Context: an optimization exercise on an open-source flow, tuned for small area. The choices shown serve that exercise and are no tape-out recipe. Function was checked by simulation only, so behaviour that the tests miss may differ from the original.

## audio_mixer
module audio_mixer(
	clk,
	nRst,
	ad_ws,
	ad_bck,
	ad_di,
	ad_do,
	ad_l3md,
	ad_l3clk,
	ad_l3data,
	mcu_data,
	mcu_wr,
	mcu_cmd_data_sw,
	mcu_l3md,
	mcu_l3clk,
	mcu_l3data,
	mcu_cs1,
	mcu_cs0,
	led
);
clock: 20.0 ns
lec_check: 0
cap_margin: 20
core_margin: 2
core_utilization: 65
cts_buf_list: sky130_fd_sc_hd__clkbuf_8 sky130_fd_sc_hd__clkbuf_16
cts_cluster_diameter: 70
cts_cluster_size: 28
place_density: 0.75
slew_margin: 20
standard.sh (not shown) runs the stock make flow with config.mk's settings and CLKGATE_MAP_FILE= SYNTH_SCRIPT=/design/flow/synth_recipe.tcl, a recipe that flattens the netlist after the stock synthesis.
==> flow/flow/run.sh <==
#!/bin/bash
# The standard layout (the standard.sh, standard synthesis), with two
# changes to how it is built: the buffers that synthesis inserted are removed
# at floorplan (the resizer re-buffers where slew or load needs it), and
# clock tree synthesis inserts no dummy loads.
export REMOVE_ABC_BUFFERS=1
export CTS_ARGS="-sink_clustering_enable -repair_clock_nets -sink_clustering_size 28 -sink_clustering_max_diameter 70 -buf_list {sky130_fd_sc_hd__clkbuf_8 sky130_fd_sc_hd__clkbuf_16} -dont_use_dummy_load"
bash standard.sh > standard.log 2>&1
The baseline ran to the end with no violations.
==> next run, changes <==
==> flow/run.sh (new file) <==
#!/bin/bash
# synth_recipe.tcl (not shown) runs the flow's synth.tcl, then flattens the netlist and writes it again
# the make line also repeats each setting of config.mk as NAME=value (left out here)
make -C /OpenROAD-flow-scripts/flow DESIGN_CONFIG=/design/flow/config.mk WORK_HOME=/design/flow/orfs CLKGATE_MAP_FILE= SYNTH_SCRIPT=/design/flow/synth_recipe.tcl finish
removed: flow/flow/run.sh
removed: flow/standard.sh
=>
- utilization increases by 0.29 points
- global-route usage fell by 0.32 points
- clock-buffer cell count falls by 1
- synthesized cell count does not change
- via count barely changes
- die area stays the same
- non-clock buffer count falls by 4
- setup slack loses 0.16 ns

========
== run G ==
The RTL this note starts from:
==> flow/design.v <==
module mac_sd(X, A, C, ACC, S);
input	[15:0]	X;
input	[7:0]	A;
input	[7:0]	C;
input	[15:0]	ACC;
output	[15:0]	S;
wire [7:0] pos = A & ~C;
wire [7:0] neg = C & ~A;
wire [4:0]  t0 = X[15:11];
wire [5:0]  t1 = X[15:10];
wire [6:0]  t2 = X[15:9];
wire [7:0]  t3 = X[15:8];
wire [8:0]  t4 = X[15:7];
wire [9:0]  t5 = X[15:6];
wire [10:0] t6 = X[15:5];
wire [11:0] t7 = X[15:4];
wire [4:0]  v0 = ((t0 & {5{pos[0]}})  | (~t0 & {5{neg[0]}}))  ^ 5'h10;
wire [5:0]  v1 = ((t1 & {6{pos[1]}})  | (~t1 & {6{neg[1]}}))  ^ 6'h20;
wire [6:0]  v2 = ((t2 & {7{pos[2]}})  | (~t2 & {7{neg[2]}}))  ^ 7'h40;
wire [7:0]  v3 = ((t3 & {8{pos[3]}})  | (~t3 & {8{neg[3]}}))  ^ 8'h80;
wire [8:0]  v4 = ((t4 & {9{pos[4]}})  | (~t4 & {9{neg[4]}}))  ^ 9'h100;
wire [9:0]  v5 = ((t5 & {10{pos[5]}}) | (~t5 & {10{neg[5]}})) ^ 10'h200;
wire [10:0] v6 = ((t6 & {11{pos[6]}}) | (~t6 & {11{neg[6]}})) ^ 11'h400;
wire [11:0] v7 = ((t7 & {12{pos[7]}}) | (~t7 & {12{neg[7]}})) ^ 12'h800;
assign S = ACC + v0 + v1 + v2 + v3 + v4 + v5 + v6 + v7 + neg[0] + neg[1] + neg[2] + neg[3] + neg[4] + neg[5] + neg[6] + neg[7] + 16'hF010;
endmodule
module audio_mixer(
	clk,
	nRst,
	ad_ws,
	ad_bck,
	ad_di,
	ad_do,
	ad_l3md,
	ad_l3clk,
	ad_l3data,
	mcu_data,
	mcu_wr,
	mcu_cmd_data_sw,
	mcu_l3md,
	mcu_l3clk,
	mcu_l3data,
	mcu_cs1,
	mcu_cs0,
	led
);
input		clk;
input		nRst;
output	[3:0]	ad_ws;
output	[3:0]	ad_bck;
input	[3:0]	ad_di;
output	[3:0]	ad_do;
output	[3:0]	ad_l3md;
output	[3:0]	ad_l3clk;
output	[3:0]	ad_l3data;
input	[7:0]	mcu_data;
input		mcu_wr;
input		mcu_cmd_data_sw;
input		mcu_l3md;
input		mcu_l3clk;
input		mcu_l3data;
input		mcu_cs1;
input		mcu_cs0;
output	[2:0]	led;
reg	[8:0]	cnt;
reg		boot;		 
always @(posedge clk or negedge nRst)
	if (!nRst) begin
		cnt <= 9'd0;
		boot <= 1'b1;
	end else begin
		cnt <= cnt + 9'd1;
		boot <= 1'b0;
	end
wire	ws_edge  = (cnt[7:0] == 8'd0);		 
wire	ws_rise  = ws_edge & ~cnt[8];
wire	ws_fall  = ws_edge &  cnt[8];
wire	bck_rise = (cnt[3:0] == 4'd8);		 
wire	tx_zero  = boot | (cnt[7:2] == 6'd0 && cnt[1:0] != 2'd0);
wire	par = cnt[8] ^ ws_edge;
assign ad_ws  = {4{~cnt[8]}};
assign ad_bck = {4{cnt[3]}};
wire [1:0] cs = {mcu_cs1, mcu_cs0};
genvar gk;
generate for (gk = 0; gk < 4; gk = gk + 1) begin : l3
	assign ad_l3md[gk]   = (cs == gk) ? mcu_l3md   : 1'b1;
	assign ad_l3clk[gk]  = (cs == gk) ? mcu_l3clk  : 1'b1;
	assign ad_l3data[gk] = (cs == gk) ? mcu_l3data : 1'b1;
end endgenerate
assign led = {3{ad_di[0]}};
reg	[15:4]	rx0, rx1, rx2, rx3;
reg	[15:4]	dl0, dl1, dl2, dl3;		 
reg	[15:4]	dr0, dr1, dr2, dr3;		 
reg		zl, zr;
always @(posedge clk)
	if (bck_rise && cnt[7:6] != 2'b11) begin
		rx0 <= {rx0[14:4], ad_di[0]};
		rx1 <= {rx1[14:4], ad_di[1]};
		rx2 <= {rx2[14:4], ad_di[2]};
		rx3 <= {rx3[14:4], ad_di[3]};
	end
always @(posedge clk)
	if (ws_rise) begin
		dl0 <= rx0; dl1 <= rx1; dl2 <= rx2; dl3 <= rx3;
	end
always @(posedge clk)
	if (ws_fall) begin
		dr0 <= rx0; dr1 <= rx1; dr2 <= rx2; dr3 <= rx3;
	end
always @(posedge clk or negedge nRst)
	if (!nRst) begin
		zl <= 1'b1;
		zr <= 1'b1;
	end else begin
		if (ws_rise & ~boot) zl <= 1'b0;
		if (ws_fall) zr <= 1'b0;
	end
wire	cmd_wr  = mcu_wr &  mcu_cmd_data_sw;
wire	data_wr = mcu_wr & ~mcu_cmd_data_sw;
reg	[7:6]	cmd_hi;
reg	[5:0]	cmd_lo;
wire	[7:0]	cmd_r = {cmd_hi, cmd_lo};
always @(posedge clk or negedge nRst)
	if (!nRst)
		cmd_hi <= 2'b00;
	else if (cmd_wr)
		cmd_hi <= mcu_data[7:6];
always @(posedge clk)
	if (cmd_wr)
		cmd_lo <= mcu_data[5:0];
wire	tvalid = (cmd_r[7:6] == 2'b11);
wire	gain_we = data_wr & tvalid;
reg	[511:0]	gv;
reg	[63:0]	gf;
genvar gi;
generate for (gi = 0; gi < 64; gi = gi + 1) begin : gain
	always @(posedge clk)
		if (gain_we && cmd_r[5:0] == gi)
			gv[gi*8 +: 8] <= mcu_data;
	always @(posedge clk or negedge nRst)
		if (!nRst)
			gf[gi] <= 1'b0;
		else if (gain_we && cmd_r[5:0] == gi)
			gf[gi] <= 1'b1;
end endgenerate
reg	[5:0]	ecnt;		 
reg		hv;		 
reg	[7:0]	hg;		 
reg	[4:0]	hp;		 
reg		pend;		 
reg	[7:0]	cur;		 
reg	[7:0]	orig;		 
reg	[15:0]	acc0, acc1, acc2, acc3;
reg	[15:0]	out0, out1, out2, out3;
reg	[15:0]	tx0, tx1, tx2, tx3;
wire	[4:0]	tp = {cmd_r[5:4], cmd_r[2:0]};
wire		trel = tvalid & (cmd_r[3] == par);
wire		tdone = trel & ({1'b0, tp} < ecnt);
wire		capture = data_wr & tdone & ~pend;
wire		op = pend & (cmd_wr | ws_edge);
wire		proc = hv & ~op;
wire		rd = ~ecnt[5] & ~capture & (~hv | proc);
wire	[5:0]	eaddr = {ecnt[4:3], par, ecnt[2:0]};
wire	[5:0]	maddr = capture ? cmd_r[5:0] : eaddr;
wire	[7:0]	mraw = gv[maddr*8 +: 8];
wire		mflag = gf[maddr];
wire	[7:0]	mval = mflag ? mraw : 8'h80;
wire	[7:0]	rdval = (gain_we && cmd_r[5:0] == eaddr) ? mcu_data : mval;
wire	[2:0]	ui = op ? cmd_r[2:0] : hp[2:0];
wire	[1:0]	uk = op ? cmd_r[5:4] : hp[4:3];
wire	[7:0]	ua = op ? cur : hg;
wire	[7:0]	uc = op ? orig : 8'h00;
wire		first = ~op & (hp[2:0] == 3'd0);
reg	[15:4]	xm;
always @(*)
	case (ui)
	3'd0: xm = dl0;
	3'd1: xm = dr0;
	3'd2: xm = dl1;
	3'd3: xm = dr1;
	3'd4: xm = dl2;
	3'd5: xm = dr2;
	3'd6: xm = dl3;
	default: xm = dr3;
	endcase
wire	[15:4]	xs = (ui[0] ? zr : zl) ? 12'd0 : xm;
wire	[15:0]	x = {xs, 4'd0};
reg	[15:0]	accs;
always @(*)
	case (uk)
	2'd0: accs = acc0;
	2'd1: accs = acc1;
	2'd2: accs = acc2;
	default: accs = acc3;
	endcase
wire	[15:0]	sum;
mac_sd mac(.X(x), .A(ua), .C(uc), .ACC(first ? 16'd0 : accs), .S(sum));
wire	wacc = op | proc;
always @(posedge clk) begin
	if (wacc && uk == 2'd0) acc0 <= sum;
	if (wacc && uk == 2'd1) acc1 <= sum;
	if (wacc && uk == 2'd2) acc2 <= sum;
	if (wacc && uk == 2'd3) acc3 <= sum;
end
wire	out_ld = (cnt[7:0] == 8'd1);
always @(posedge clk)
	if (out_ld) begin
		out0 <= acc0; out1 <= acc1; out2 <= acc2; out3 <= acc3;
	end
always @(posedge clk)
	if (ws_edge) begin
		ecnt <= 6'd0;
		hv <= 1'b0;
		pend <= 1'b0;
	end else begin
		if (rd) begin
			hv <= 1'b1;
			ecnt <= ecnt + 6'd1;
		end else if (proc)
			hv <= 1'b0;
		if (capture)
			pend <= 1'b1;
		else if (cmd_wr)
			pend <= 1'b0;
	end
always @(posedge clk) begin
	if (rd) begin
		hg <= rdval;
		hp <= ecnt[4:0];
	end
	if (capture)
		orig <= mval;
	if (data_wr)
		cur <= mcu_data;
end
always @(posedge clk)
	if (ws_edge) begin
		tx0 <= out0; tx1 <= out1; tx2 <= out2; tx3 <= out3;
	end
wire	[3:0]	bsel = ~(cnt[7:4] - {3'd0, (cnt[3:0] < 4'd4)});
assign ad_do = (tx_zero | zl) ? 4'd0 : {tx3[bsel], tx2[bsel], tx1[bsel], tx0[bsel]};
endmodule
clock: 20.0 ns
lec_check: 0
cap_margin: 20
core_margin: 2
core_utilization: 60
cts_buf_list: sky130_fd_sc_hd__clkbuf_8 sky130_fd_sc_hd__clkbuf_16
cts_cluster_diameter: 60
cts_cluster_size: 32
place_density: 0.7
slew_margin: 20
run.sh (not shown) runs the stock make flow with config.mk's settings and CLKGATE_MAP_FILE= SYNTH_SCRIPT=/design/flow/synth_recipe.tcl, a recipe that flattens the netlist after the stock synthesis.
Stock flow here: none of the scripts above is used.
Run G reached the end of the flow, and the finished layout is clean on the timing, design-rule and antenna checks.
Edits applied to the flow inputs when going from run G to run B:
Settings: swapping 60 for 70 in CTS_CLUSTER_DIAMETER; swapping 0.7 for 0.75 in PLACE_DENSITY; swapping 32 for 28 in CTS_CLUSTER_SIZE; swapping 60 for 65 in CORE_UTILIZATION.
Between run G and run B, first-pass GRT wire length decreased.
The number of input and output port buffers inserted on run G is in line with that on run B.
Run G has a higher routed wire length than run B.

[afterwards: timing with drivers on the ports]
In the flow no input, the clock included, has a driving cell. The finished layouts below were timed again as built, in two steps. Step 1 (the two cells are an assumption about what drives the block):
set clk [get_ports {clk}]
set_driving_cell -lib_cell sky130_fd_sc_hd__clkbuf_16 $clk
set_driving_cell -lib_cell sky130_fd_sc_hd__buf_2 [delete_from_list [all_inputs] $clk]
Step 2 adds t to the input delays and takes it off the output delays; t is the mean of the earliest and latest rising clock arrival at the registers after step 1. Input paths then give back, and output paths get back, about the clock's delay inside the block. a / b / c = no drivers / after step 1 / after step 2; a / b = the first two.
| run | t (ns) | setup WS [ns] | worst data-port slew with drivers (ns) | pins driven straight from the clock port |
|---|---|---|---|---|
| the first run of note 1 | 0.665 | 3.371 / 3.406 / 2.741 | 0.04 | 1 |
| the second run of note 1 | 0.683 | 3.206 / 3.239 / 2.556 | 0.04 | 1 |
| run G | 0.717 | 6.856 / 6.900 / 6.183 | 0.04 | 1 |
| run B | 0.683 | 6.484 / 6.525 / 5.841 | 0.04 | 1 |
After both steps every run listed still meets setup and hold. The setup slack of run G, which loses most, moves by +0.044 ns with the drivers and by -0.673 ns with both steps.
